What follows belongs to an exercise in optimizing a design on an open flow for small area, a short achievable clock period and few clock cycles; a production flow would make more cautious choices. No run shown here included a check of the RTL's function; only the layout flow was run. Power and IR drop assume default switching activity.

==> flow/design.v (outline; a module is shown in full before it is edited, if it fits) <==
// module MatrixMultUnit: 246 lines
// module mmu_mac: 1505 lines
// module mmu_fa: 4 lines
// module mmu_booth_enc: 51 lines
// module mmu_han: 4 lines
module MatrixMultUnit(
  input  wire reset_n,
  input  wire clk,
  input  wire dut_valid,
  output wire dut_ready,
  output wire        dut__tb__sram_input_write_enable,
  output wire [15:0] dut__tb__sram_input_write_address,
  output wire [31:0] dut__tb__sram_input_write_data,
  output wire [15:0] dut__tb__sram_input_read_address,
  input  wire [31:0] tb__dut__sram_input_read_data,
  output wire        dut__tb__sram_weight_write_enable,
  output wire [15:0] dut__tb__sram_weight_write_address,
  output wire [31:0] dut__tb__sram_weight_write_data,
  output wire [15:0] dut__tb__sram_weight_read_address,
  input  wire [31:0] tb__dut__sram_weight_read_data,
  output wire        dut__tb__sram_result_write_enable,
  output wire [15:0] dut__tb__sram_result_write_address,
  output wire [31:0] dut__tb__sram_result_write_data,
  output wire [15:0] dut__tb__sram_result_read_address,
  input  wire [31:0] tb__dut__sram_result_read_data,
  output wire        dut__tb__sram_scratchpad_write_enable,
  output wire [15:0] dut__tb__sram_scratchpad_write_address,
  output wire [31:0] dut__tb__sram_scratchpad_write_data,
  output wire [15:0] dut__tb__sram_scratchpad_read_address,
  input  wire [31:0] tb__dut__sram_scratchpad_read_data
);
  // ...
==> flow/flow/run.sh <==
#!/bin/bash
# The standard layout (standard synthesis included), with timing repair
# aiming at 6.85 ns of setup slack instead of 0.
set -euo pipefail
bash standard.sh SETUP_SLACK_MARGIN=6.85 finish > standard_flow.log 2>&1
==> flow/standard.sh <==
#!/bin/bash
# synth_recipe.tcl (not shown) runs the flow's synth.tcl, then flattens the netlist and writes it again
# the make line also repeats each setting of config.mk as NAME=value (left out here)
make -C /OpenROAD-flow-scripts/flow DESIGN_CONFIG=/design/flow/config.mk WORK_HOME=/design/flow/orfs CLKGATE_MAP_FILE= SYNTH_SCRIPT=/design/flow/synth_recipe.tcl "${@:-finish}"
==> flow/config.mk <==
export PLATFORM = sky130hd
export DESIGN_NAME = MatrixMultUnit
export DESIGN_NICKNAME = MatrixMultUnit
export VERILOG_FILES = /design/flow/design.v
export SDC_FILE = /design/flow/constraint.sdc
export NUM_CORES = 4
export LEC_CHECK = 0
export ABC_CLOCK_PERIOD_IN_PS = 3000
export CAP_MARGIN = 20
export CORE_MARGIN = 2
export CORE_UTILIZATION = 65
export SLEW_MARGIN = 20
export SYNTH_HIERARCHICAL = 1
==> flow/constraint.sdc <==
create_clock -name core_clock -period 10.0 [get_ports {clk}]
set_input_delay 2.0000 -clock core_clock [delete_from_list [all_inputs] [get_ports {clk}]]
set_output_delay 2.0000 -clock core_clock [all_outputs]
set_load 0.01 [all_outputs]
==> impl_metrics.tcl, run 1 <==
set metrics [dict create \
    post-route-min-period_ns 3.28 \
    crit_end "dut__tb__sram_result_write_enable" \
    start_kind "register" \
    hold_violations 0 \
    reg2regPathDepth 6 \
    yosys.area_share.xor_xnor_pct 11.0 \
    synthMuxAreaShare_pct 3.53 \
    instances_no_fill 3747 \
    diodes 0 \
    outcome "finished clean" \
    setup_viol 0 \
    grt_max_degree 65 \
    p_int_mw 5.99 \
    numCtsBuffers 47 \
    grt_busiest_layer "met2" \
    cp.required_ns 8.00 \
    clock_area_share_pct 4.93 \
    nClkBuffers 69 \
    yosys.area_share.simple_pct 8.24 \
    finalMaxSlewViolations 0 \
    inverters 239 \
    synth-compound-area-share_pct 13.7 \
    met2WireLength_um 39200 \
    seq_area_um2 9660 \
    skew_ns 0.0207 \
    top_layer_used "met4" \
    grt_setup_unrepaired "true" \
    dp_hpwl_um 60100 \
]
==> run 2: changes to the inputs <==
==> flow/flow/run.sh (replaced) <==
#!/bin/bash
# The standard layout (standard synthesis included), with timing repair
# aiming at 6.9 ns of setup slack instead of 0.
set -euo pipefail
bash standard.sh SETUP_SLACK_MARGIN=6.9 finish > standard_flow.log 2>&1
==> run 2 against run 1 <==
Clock power barely moved; global-route usage rose by 0.052 points; combinational power barely moved; synthesized area did not move; worst hold slack barely moved; power rose by 0.13%; core utilization rose by 0.23 points; fmax rose by 2.2%; synthesized cell count did not move; sequential share of layout area fell by 0.093 points; sequential power barely moved; final cell count rose by 0.11%; critical endpoint unchanged.
==> impl_metrics.tcl, run 2 <==
set metrics [dict create \
    drv_cap 0 \
    htree_levels 2 \
    synthMuxAreaShare_pct 3.53 \
    final_common_cell "xnor2_1" \
    die_area_um2 48900 \
    cts-root-buf "clkbuf_16" \
    diodes 0 \
    nNetsFinal 3606 \
    ant_nets 0 \
    seqPwrFrac_pct 28.0 \
    finalMaxSlewViolations 0 \
    crit_chain "buf_2" \
    cp.required_ns 8.00 \
    critPathLaunch "we" \
    layout_setup_ws_ns 6.79 \
    synth-compound-area-share_pct 13.7 \
    skew_ns 0.0211 \
    synth_common_cells "345 x dfxtp_1, 324 x xnor2_1, 275 x fa_1" \
    vias_per_cell 6.13 \
    start_kind "register" \
    antenna_found_initial 0 \
    reg2regPathDepth 6 \
    worst_ir_drop_vdd_mv 0.224 \
    routed_wl_um 85200 \
    p_int_mw 6.01 \
    holdWs_ns 0.332 \
    grt_setup_unrepaired "true" \
    async_flop_share_pct 2.08 \
    netlist.area_leader.share_pct 22.6 \
    netlist_instances 3007 \
    syn-cell-area_um2 30600 \
    grt_pass1_wl_um 131000 \
    cp_slowest_cell "dfrtp_1" \
    die-height_um 221 \
    synth_cell_types 93 \
    slowest_delay_ns 0.44 \
    firstDrtPassIters 6 \
    gp_congestion 0.965 \
    wl_per_cell_um 22.7 \
    grt_max_degree 65 \
    ios 392 \
    utilization_pct 73.2 \
    cp.depth 1 \
    yosysMostFrequentCell "dfxtp_1" \
    swShare_pct 40.7 \
    synth_adder_area_share_pct 21.8 \
    cts.clk_slew.worst_paths_ns 0.06 \
    initial_core_util_pct 65.8 \
    yosys.area_share.simple_pct 8.24 \
    yosys.area_share.xor_xnor_pct 11.0 \
    clk_path_buf_depth 3 \
    p_sw_mw 4.13 \
    regToRegStartpoint "op_two[6]" \
    grtUsageTotal_pct 34.3 \
    setup_viol 0 \
    use_met1_pct 46.4 \
    synth_top_family_by_area "adder cells" \
    synth_warnings 8 \
    cts_tree "built" \
    grt_pass1_vias 23400 \
    placed_cells 3631 \
    rows 79 \
    cp_top_family "flip-flops" \
    powerDensity_nw_per_um2 297 \
    portBuffers 265 \
    tightest_slew_ns 1.03 \
    clkPwrFrac_pct 18.4 \
    ys.flop_type "dfxtp_1" \
    layout_worst_path_cycle_share_pct 32.1 \
    layout_common_cells "323 x xnor2_1, 277 x dfxtp_1, 275 x fa_1, 266 x a22oi_1, 225 x inv_1" \
    setup_tns_ns 0 \
    synthTopCellsByArea "dfxtp_1 23%, fa_1 18%, xnor2_1 9.3%" \
    synth-seq-cells 433 \
    clkLatencyLatePin_ns 0.60 \
    yosysSeqAreaShare_pct 31.0 \
    dp_hpwl_um 60100 \
    pre_cts_slack_ns 6.00 \
    grt_overflow 0 \
    core_um2 46600 \
    use_met2_pct 54.4 \
    clkSinkCount 433 \
    post-route-min-period_ns 3.21 \
    combPwrFrac_pct 53.5 \
    crit_fanout 3 \
    route.detailed.drc 0 \
    initialDrtViolationCount 2501 \
    critPathKind "reg2out" \
    hold_violations 0 \
    synth.largest_area_cell "dfxtp_1" \
    arrival_ns 1.21 \
    outcome "finished clean" \
    crit_path_end_kind "primary output" \
    total_leakage_power_nw 14.1 \
    max_freq_mhz 311 \
    drive_gt1_share_pct 17.5 \
    use_met3_pct 5.98 \
    whs_path_depth 0 \
    path_buf_inv 1 \
    grt_busiest_layer "met2" \
    synth.avg_cell_area_um2 10.2 \
    synth_edf_count 79 \
    vias 23000 \
    cts.hold.buffers_added 0 \
    hold_start "first2" \
    worst_hold_path_type "reg2reg" \
    syn_to_final_growth_pct 11.3 \
    max_slew_margin_pct 31.2 \
    die_w_um 221 \
    numCtsBuffers 47 \
    instances_no_fill 3751 \
]
## run 2: cell count changes in the layout (fill, tap and decap cells not counted), sizes merged
cell and change:
buf +16, clkbuf -1, clkdlybuf4s15 -11
## run 2: area by class of cell
type	count	area, um^2
multi-input combinational	2055	18400
fill	3337	12500
sequential	433	9660
timing repair buffer	330	2660
clock buffer	69	1430
inverter	239	918
tap	607	759
clock inverter	18	243
## run 2: modules after synthesis (local to each module, per instance)
module,copies in the design,cells inside
mmu_booth_enc,1,78
mmu_fa,271,1
mmu_han,32,5
MatrixMultUnit,1,1196
mmu_mac,1,1302
## run 2: per-stage QoR
stage	instance area, um^2	power [mW]
5_1_grt	34100	10.9
3_3_place_gp	32400	8.01
6_report	34100	10.1
3_5_place_dp	32400	8.29
2_1_floorplan	31100	6.58
4_1_cts	33900	10.1
## run 2: cell families (layout without fill, tap and decap cells)
kind of cell / after synthesis / after routing
AO/OA/AOI/OAI: 589 / 589
XOR/XNOR: 385 / 385
adder cells (fa/ha/maj): 369 / 369
buffers and inverters: 644 / 656
flip-flops: 433 / 433
multiplexers: 99 / 99
other: 1 / 126
AND/OR/NAND/NOR: 487 / 487
## run 2: path summary, 6_finish.rpt
kind	endpoint	slack, ns
max	dut__tb__sram_result_write_enable	6.79
min	first3	0.33
max reg2reg	u_mac.q31_3	6.93
min reg2reg	first3	0.33
max in group asynchronous	state[2]	7.89
min in group asynchronous	state[2]	1.75
## run 2: metal layers
layer  up-vias  share of wire (%)
met1     11200                 40
met3       303                 10
li1      10000                  -
met2      1466                 46
met5         -                  0
met4         0                4.2
## run 2: power by group through the flow
stage	Combinational [mW]	Clock, mW	Sequential [mW]
after floorplan	3.84	0	2.74
after global placement	5.16	0	2.85
after detailed placement	5.42	0	2.87
after CTS	5.38	1.89	2.83
after global routing	6.08	1.95	2.89
final	5.43	1.87	2.84
## run 2: timing repair
item | in CTS | in global routing
resized for setup | 658 | 40
setup endpoints to repair | 210 | 64
setup buffers | 27 | 6
==> run 3: changes to the inputs <==
==> flow/flow/run.sh (replaced) <==
#!/bin/bash
# The standard layout (standard synthesis included), with timing repair
# aiming at 6.8 ns of setup slack instead of 0.
set -euo pipefail
bash standard.sh SETUP_SLACK_MARGIN=6.8 finish > standard_flow.log 2>&1
==> run 3 against run 2 <==
Global-route usage decreased by 0.15 points; combinational power about the same; synthesized area did not move; synthesized cell count did not move; setup slack lost 0.072 ns; sequential cell count unchanged; core utilization up 0.54 points; clock skew is 0.0022 ns lower; final cell count fell by 0.40%; die area is the same; largest power group unchanged.
==> impl_metrics.tcl, run 3 <==
set metrics [dict create \
    outcome "finished clean" \
    max_slew_margin_pct 37.4 \
    arrival_ns 1.28 \
    gp_congestion 0.965 \
    regToRegStartpoint "op_a[21]" \
    ios 392 \
    critPathKind "reg2out" \
    layout_worst_path_cycle_share_pct 32.8 \
    skew_ns 0.0188 \
    synth_edf_count 79 \
    rows 79 \
    grt_setup_unrepaired "true" \
    antenna_found_initial 0 \
    total_leakage_power_nw 14.0 \
    vias 22900 \
    fillerInstances 3291 \
    netlist_instances 3007 \
    ys.flop_type "dfxtp_1" \
    netlist.area_leader.share_pct 22.6 \
    cp_common_cell "buf_6" \
    cts.clk_slew.worst_paths_ns 0.06 \
    dp_hpwl_um 60100 \
    worst_hold_path_type "reg2reg" \
    finalMaxSlewViolations 0 \
    routed_wl_um 84800 \
    synth-seq-cells 433 \
    hold_violations 0 \
    yosysSeqAreaShare_pct 31.0 \
    slowest_delay_ns 0.44 \
    initialDrtViolationCount 2703 \
    start_kind "register" \
    diodes 0 \
    portBuffers 265 \
    grt_pass1_wl_um 131000 \
    route.detailed.drc 0 \
    nNetsFinal 3591 \
    layout_common_cells "323 x xnor2_1, 284 x dfxtp_1, 275 x fa_1, 269 x a22oi_1, 225 x inv_1" \
    synth_common_cells "345 x dfxtp_1, 324 x xnor2_1, 275 x fa_1" \
    setup_tns_ns 0 \
    vias_per_cell 6.13 \
    utilization_pct 73.8 \
    worst_ir_drop_vdd_mv 0.229 \
    crit_path_end_kind "primary output" \
    die_w_um 221 \
    synth.avg_cell_area_um2 10.2 \
    final_common_cell "xnor2_1" \
    wl_per_cell_um 22.7 \
    core_um2 46600 \
    clk_path_buf_depth 3 \
    syn_to_final_growth_pct 12.2 \
    cts_tree "built" \
    synth.largest_area_cell "dfxtp_1" \
    clkLatencyLatePin_ns 0.59 \
    max_freq_mhz 305 \
    syn-cell-area_um2 30600 \
    hold_start "first2" \
    critPathLaunch "we" \
    die_area_um2 48900 \
    die-height_um 221 \
    yosysMostFrequentCell "dfxtp_1" \
    multi_input_area_um2 18400 \
    setup_viol 0 \
    async_flop_share_pct 2.08 \
    grt_max_degree 65 \
    cp.required_ns 8.00 \
    post-route-min-period_ns 3.28 \
    drv_cap 0 \
    drive_gt1_share_pct 15.0 \
    tightest_slew_ns 0.939 \
    synth_cell_types 93 \
    synthTopCellsByArea "dfxtp_1 23%, fa_1 18%, xnor2_1 9.3%" \
    powerDensity_nw_per_um2 296 \
    grt_pass1_vias 23200 \
    htree_levels 2 \
    firstDrtPassIters 7 \
    clkSinkCount 433 \
    crit_fanout 3 \
    grt_overflow 0 \
    seq_area_um2 9660 \
    numCtsBuffers 47 \
    cp_slowest_cell "dfrtp_1" \
    crit_chain "buf_6 -> buf_6" \
    initial_core_util_pct 65.8 \
    cts-root-buf "clkbuf_16" \
    synth_warnings 8 \
    ant_nets 0 \
    grtUsageTotal_pct 34.1 \
]
## run 3: cell types whose count changed in the layout (fill, tap and decap cells not counted), sizes merged
cell | before | now
clkbuf | 69 | 87
dlygate4sd2 | 0 | 11
buf | 200 | 65
clkdlybuf4s15 | 0 | 91
## run 3: metrics by stage
stage                     cell area, um^2  setup WS (ns)  power, mW  hold WS [ns]  std cells
after floorplan                     31100           6.97       6.58         0.310       3132
after global placement              32400           6.25       8.01         0.311       3631
after detailed placement            32400           6.00       8.29         0.315       3631
after CTS                           34300           6.70       10.1         0.332       3733
after global routing                34300           6.70       11.0         0.330       3736
final                               34300           6.72       10.2         0.331       3736
## run 3: power by group
group	switching, mW	internal (mW)	total, mW
Sequential	0.410	2.43	2.84
Clock	0.742	1.13	1.87
Combinational	2.97	2.48	5.45
Total	4.12	6.04	10.2
## run 3: path summary, 6_finish.rpt
check / end / slack [ns] / depth (start not counted)
setup reg to reg: u_mac.q30_3 / 6.86 / 6
setup / recovery: dut__tb__sram_result_write_enable / 6.72 / 2
max in group asynchronous: last2 / 7.91 / 1
hold / removal: first3 / 0.33 / 0
min in group asynchronous: state[2] / 1.75 / 1
hold reg to reg: first3 / 0.33 / 0
## run 3: cells by family (layout without fill, tap and decap cells)
family                   Yosys count  count (layout)  synth area share, %
buffers and inverters            644             641                 10.7
AO/OA/AOI/OAI                    589             589                 13.7
AND/OR/NAND/NOR                  487             487                 8.24
flip-flops                       433             433                 31.0
XOR/XNOR                         385             385                 11.0
adder cells (fa/ha/maj)          369             369                 21.8
multiplexers                      99              99                 3.53
other                              1             126               0.0122
## run 3: per-module statistics from Yosys (local to each module, per instance)
module          flops+latches  area [um^2]  times used
mmu_han                     0         27.5          32
mmu_mac                   215        11800           1
mmu_booth_enc               0          544           1
MatrixMultUnit            218        11900           1
mmu_fa                      0         20.0         271
## run 3: final cells by class
type	instances	area share (%)
multi-input cells	2055	53.5
well taps	607	2.21
clock inverters	18	0.707
repair buffers	315	8.58
clock buffers	69	4.18
inverters	239	2.66
flip-flops and latches	433	28.1
## run 3: critical path, delay by kind of cell, from the launching register on
| family | cells | cell delay (ns) |
|---|---|---|
| buffers and inverters | 2 | 0.26 |
| DFF | 1 | 0.44 |
## run 3: repair_timing
item / 4_1_cts / 5_1_grt
resized for setup: 393 / 82
endpoints found under the setup margin: 191 / 102
hold buffers: 0 / 0
pin swaps: 0 / 0
buffers inserted: 15 / 3
## run 3: routing by layer
layer / global-route usage, % / vias to the layer above / wire [um]
li1: - / 9987 / -
met1: 46.4 / 11200 / 33800
met2: 54.5 / 1432 / 39200
met3: 5.74 / 284 / 8470
met4: 14.0 / 0 / 3360
met5: 0 / - / 0

## afterwards: timing with drivers on the ports
No port has a modelled driver above. Below, the same layouts with a new extraction and two added sets of constraints. Step 1, drivers: a clkbuf_16 drives clk and a buf_2 each remaining input, both assumed. Step 2, shift: input delay + t, output delay - t, t = (earliest + latest rising clock arrival at the registers) / 2. This alone moves slack from input paths to output paths. Three values: ideal ports, drivers, drivers and shift; two values: the first two.
| run | t (ns) | slack for setup (ns) | worst data-port slew with drivers (ns) | pins driven straight from the clock port |
|---|---|---|---|---|
| run 1 | 0.647 | 6.719 / 6.659 / 6.831 | 0.09 | 1 |
| run 2 | 0.647 | 6.789 / 6.730 / 6.839 | 0.07 | 1 |
| run 3 | 0.649 | 6.717 / 6.653 / 6.837 | 0.08 | 1 |
After both steps setup and hold are still met in every run listed.
